This design comes from an exercise in tuning for small area, a short achievable clock period and few clock cycles on the open sky130 flow, not from production work.
RTL that was checked went through simulation tests only; none was proved equivalent to the original.
No activity file was given, so power comes from the tool's default toggle rates.

// RISC15
module RISC15(clk, proc_rst, mem_addr, mem_wdata, mem_write_n, mem_rdata, halted);
	input  wire        clk, proc_rst;
	output wire [15:0] mem_addr;
	output wire [15:0] mem_wdata;
	output wire        mem_write_n;
	input  wire [15:0] mem_rdata;
	output reg         halted;
	reg  [15:0] MA;         
	reg         fetching;   
	reg         rv;         
	reg  [15:0] IR;         
	reg  [7:0]  sa, sb;     
	reg         d_va;       
	reg         d_jlr;      
	reg         d_lhi;      
	reg         iv;         
	reg         bt;         
	reg  [15:0] pcX;        
	reg         nj;         
	reg         lport;      
	reg  [2:0]  ldr_p;
	reg         ldp;        
	reg  [2:0]  ldr_w;
	reg         wn;
	reg  [15:0] wd;
	reg         rst_q;      
	reg  [15:0] R [0:6];
	assign mem_addr    = MA;
	assign mem_wdata   = wd;
	assign mem_write_n = wn;
	wire [3:0]  op = IR[15:12];
	wire [2:0]  ra = IR[11:9], rb = IR[8:6], rc = IR[5:3];
	wire [15:0] simm = {{10{IR[5]}}, IR[5:0]};
	wire is_add = op == 4'b0000;
	wire is_adi = op == 4'b0001;
	wire is_ndu = op == 4'b0010;
	wire is_lhi = op == 4'b0011;
	wire is_lw  = op == 4'b0100;
	wire is_sw  = op == 4'b0101;
	wire is_jlr = op == 4'b1001;
	wire is_beq = op == 4'b1100;
	wire is_hlt = op == 4'b1010 || op == 4'b1011 || op == 4'b1101 || op == 4'b1110 || op == 4'b1111;
	reg [15:0] va, vb;
	integer k;
	always @* begin
		va = sa[7] ? pcX : 16'd0;
		vb = sb[7] ? pcX : 16'd0;
		for (k = 0; k < 7; k = k + 1) begin
			va = va | (sa[k] ? R[k] : 16'd0);
			vb = vb | (sb[k] ? R[k] : 16'd0);
		end
	end
	wire [15:0] opb = d_va ? va : d_lhi ? {IR[8:0], 7'd0} : {simm[15:1], simm[0] | d_jlr};
	wire [15:0] ap  = vb ^ opb;
	wire [15:0] ag  = vb & opb;
	reg  [15:0] gg, pp, g2, p2;
	integer l, j;
	always @* begin
		gg = ag; pp = ap;
		for (l = 0; l < 4; l = l + 1) begin
			g2 = gg; p2 = pp;
			for (j = 0; j < 16; j = j + 1)
				if (j[l]) begin
  ...
Size in the first run: ~1200 cells after synthesis, about 52 I/O pins, ~11000 um^2 of cells after synthesis.
Settings: LEC_CHECK=0, ABC_AREA=1, CAP_MARGIN=20, CORE_MARGIN=2, CORE_UTILIZATION=40, CTS_BUF_LIST=sky130_fd_sc_hd__clkbuf_8, SLEW_MARGIN=20, TNS_END_PERCENT=5; clock period 10.0 ns.
standard.sh (not shown) runs the stock make flow with config.mk's settings and CLKGATE_MAP_FILE= SYNTH_SCRIPT=/design/flow/synth_recipe.tcl, a recipe that flattens the netlist after the stock synthesis.
==> flow/flow/run.sh <==
#!/bin/bash
# Standard layout (the standard.sh), with two changes in how it is made:
# repair aims for a larger setup margin, and the port buffers are buf_1 cells.
bash standard.sh SETUP_SLACK_MARGIN=8 "BUFFER_PORTS_ARGS=-buffer_cell sky130_fd_sc_hd__buf_1"  finish > standard.log 2>&1
Rerun with:
==> flow/flow/run.sh (replaced) <==
#!/bin/bash
# Standard layout (the standard.sh), with repair aiming for a larger setup margin.
bash standard.sh SETUP_SLACK_MARGIN=7 finish > standard.log 2>&1
Settings changed: CTS_BUF_LIST sky130_fd_sc_hd__clkbuf_8 to default, TNS_END_PERCENT 5 to default.
=> Routed wire length increases by 9.6%; area after synthesis stays the same; first-iteration DRC count increases by 28%; flip-flop and latch count does not change; clock skew decreases by 0.020 ns; worst setup slack gets worse by 0.071 ns.
No functional check of the RTL was part of any run of this note.


Setup of build 46:
Another version of the RTL of RISC15 (not shown whole).
Size: roughly 1200 cells after synthesis, about 11000 um2 of cells after synthesis.
Settings: LEC_CHECK=0, ABC_AREA=1, CAP_MARGIN=20, CORE_MARGIN=2, CORE_UTILIZATION=40, CTS_CLUSTER_DIAMETER=80, CTS_CLUSTER_SIZE=20, SLEW_MARGIN=20, TNS_END_PERCENT=5; clock period 10.0 ns.
==> flow/flow/run.sh <==
#!/bin/bash
# Standard layout (the standard.sh), with two changes in how it is made:
# repair aims for a larger setup margin, and the port buffers are buf_2 cells.
bash standard.sh SETUP_SLACK_MARGIN=8 "BUFFER_PORTS_ARGS=-buffer_cell sky130_fd_sc_hd__buf_2" finish > standard.log 2>&1
Testbench counts of build 46, summed over its fixed seeds: cycles 20,518.
Changes in build 2 relative to build 46:
- changing CORE_UTILIZATION from 40 to 50
==> flow/flow/run.sh <==
#!/bin/bash
# Standard layout (the standard.sh), with two changes in how it is made:
# repair aims for a larger setup margin, and the port buffers are buf_1 cells.
bash standard.sh SETUP_SLACK_MARGIN=8 "BUFFER_PORTS_ARGS=-buffer_cell sky130_fd_sc_hd__buf_1" finish > standard.log 2>&1
[summary]
Diff build 46 -> build 2: sequential share of layout area went down; total length of routed met2 wires grew by 330 um. Overall routed net length in build 2 is 270 um below build 46. Build 2: multi-input logic portion of the cell area is 0.59 points higher than what build 46 reported. Build 2 consumes more power than build 46 does. Of build 46 and build 2, the run reporting the lower part of the cycle the worst path needs was build 2. Taking build 46 as the reference, in build 2 total congestion overflow after global routing essentially unchanged, worst slew margin relative to its limit decreased 12 points.
Input changes introduced in build 7 (baseline for comparison: build 2):
- CTS_CLUSTER_SIZE no longer set, was 20
- CTS_CLUSTER_DIAMETER no longer set, was 80
- CORE_UTILIZATION now 40, was 50
- CTS_BUF_LIST now sky130_fd_sc_hd__clkbuf_8, previously not set
Results
- Number of DRC markers after the initial detailed-route iteration on build 7 is behind build 2.
- Delta (build 7 minus build 2): total via count in the routed design went up by 129, power of the combinational group went down by 5.4%, sequential share of layout area went down by 0.22 points.
- The layout cell share with drive strength beyond 1 in build 7 was lower than what build 2 gave.
- Compared with build 2, build 7 shows a lower worst setup slack.
Input changes introduced in build 73 (baseline for comparison: build 7):
- CTS_BUF_LIST: sky130_fd_sc_hd__clkbuf_8 -> unset
- CTS_CLUSTER_SIZE: unset -> 20
- CTS_CLUSTER_DIAMETER: unset -> 80
## What came out
- On worst setup slack, build 7 loses to build 73.
- Going from build 7 to build 73, count of clock-buffer cells in the layout went down about 45%, timing-limited maximum frequency saw an increase.
- Of build 7 and build 73, build 73 shows the lower slew at the pin closest to its max-slew limit, with build 7 above it.

[re-timing with driven ports]
In the flow no input, the clock included, has a driving cell. The finished layouts below were timed again as built, in two steps. Step 1: set_driving_cell puts a clkbuf_16 on clk and a buf_2 on each other input, an assumption about the parent block. Step 2 times the ports against the registers' clock, not the clock port: input delays grow and output delays shrink by t, the midpoint of the rising clock arrivals with the driver on. Slacks: ideal / step 1 / step 2; pairs: ideal / step 1.
run | t, ns | slack for setup (ns) | latest minus earliest clock arrival (ns) | worst register clock-pin slew, ns | cell pins on the clock port's net
the first run of note 1 | 0.589 | 6.559 / 6.559 / 6.239 | 0.028 / 0.029 | 0.07 / 0.07 | 1
the second run of note 1 | 0.571 | 6.488 / 6.488 / 6.488 | 0.010 / 0.009 | 0.07 / 0.07 | 1
build 46 | 0.531 | 6.487 / 6.487 / 6.487 | 0.019 / 0.020 | 0.09 / 0.09 | 1
build 2 | 0.540 | 6.583 / 6.583 / 6.449 | 0.017 / 0.017 | 0.09 / 0.09 | 1
build 7 | 0.587 | 6.580 / 6.580 / 6.394 | 0.021 / 0.021 | 0.07 / 0.07 | 1
build 73 | 0.533 | 6.603 / 6.603 / 6.424 | 0.028 / 0.028 | 0.09 / 0.09 | 1
After both steps every run listed still meets setup and hold. The setup slack of the first run of note 1, which loses most, moves by 0.000 ns with the drivers and by -0.320 ns with both steps.
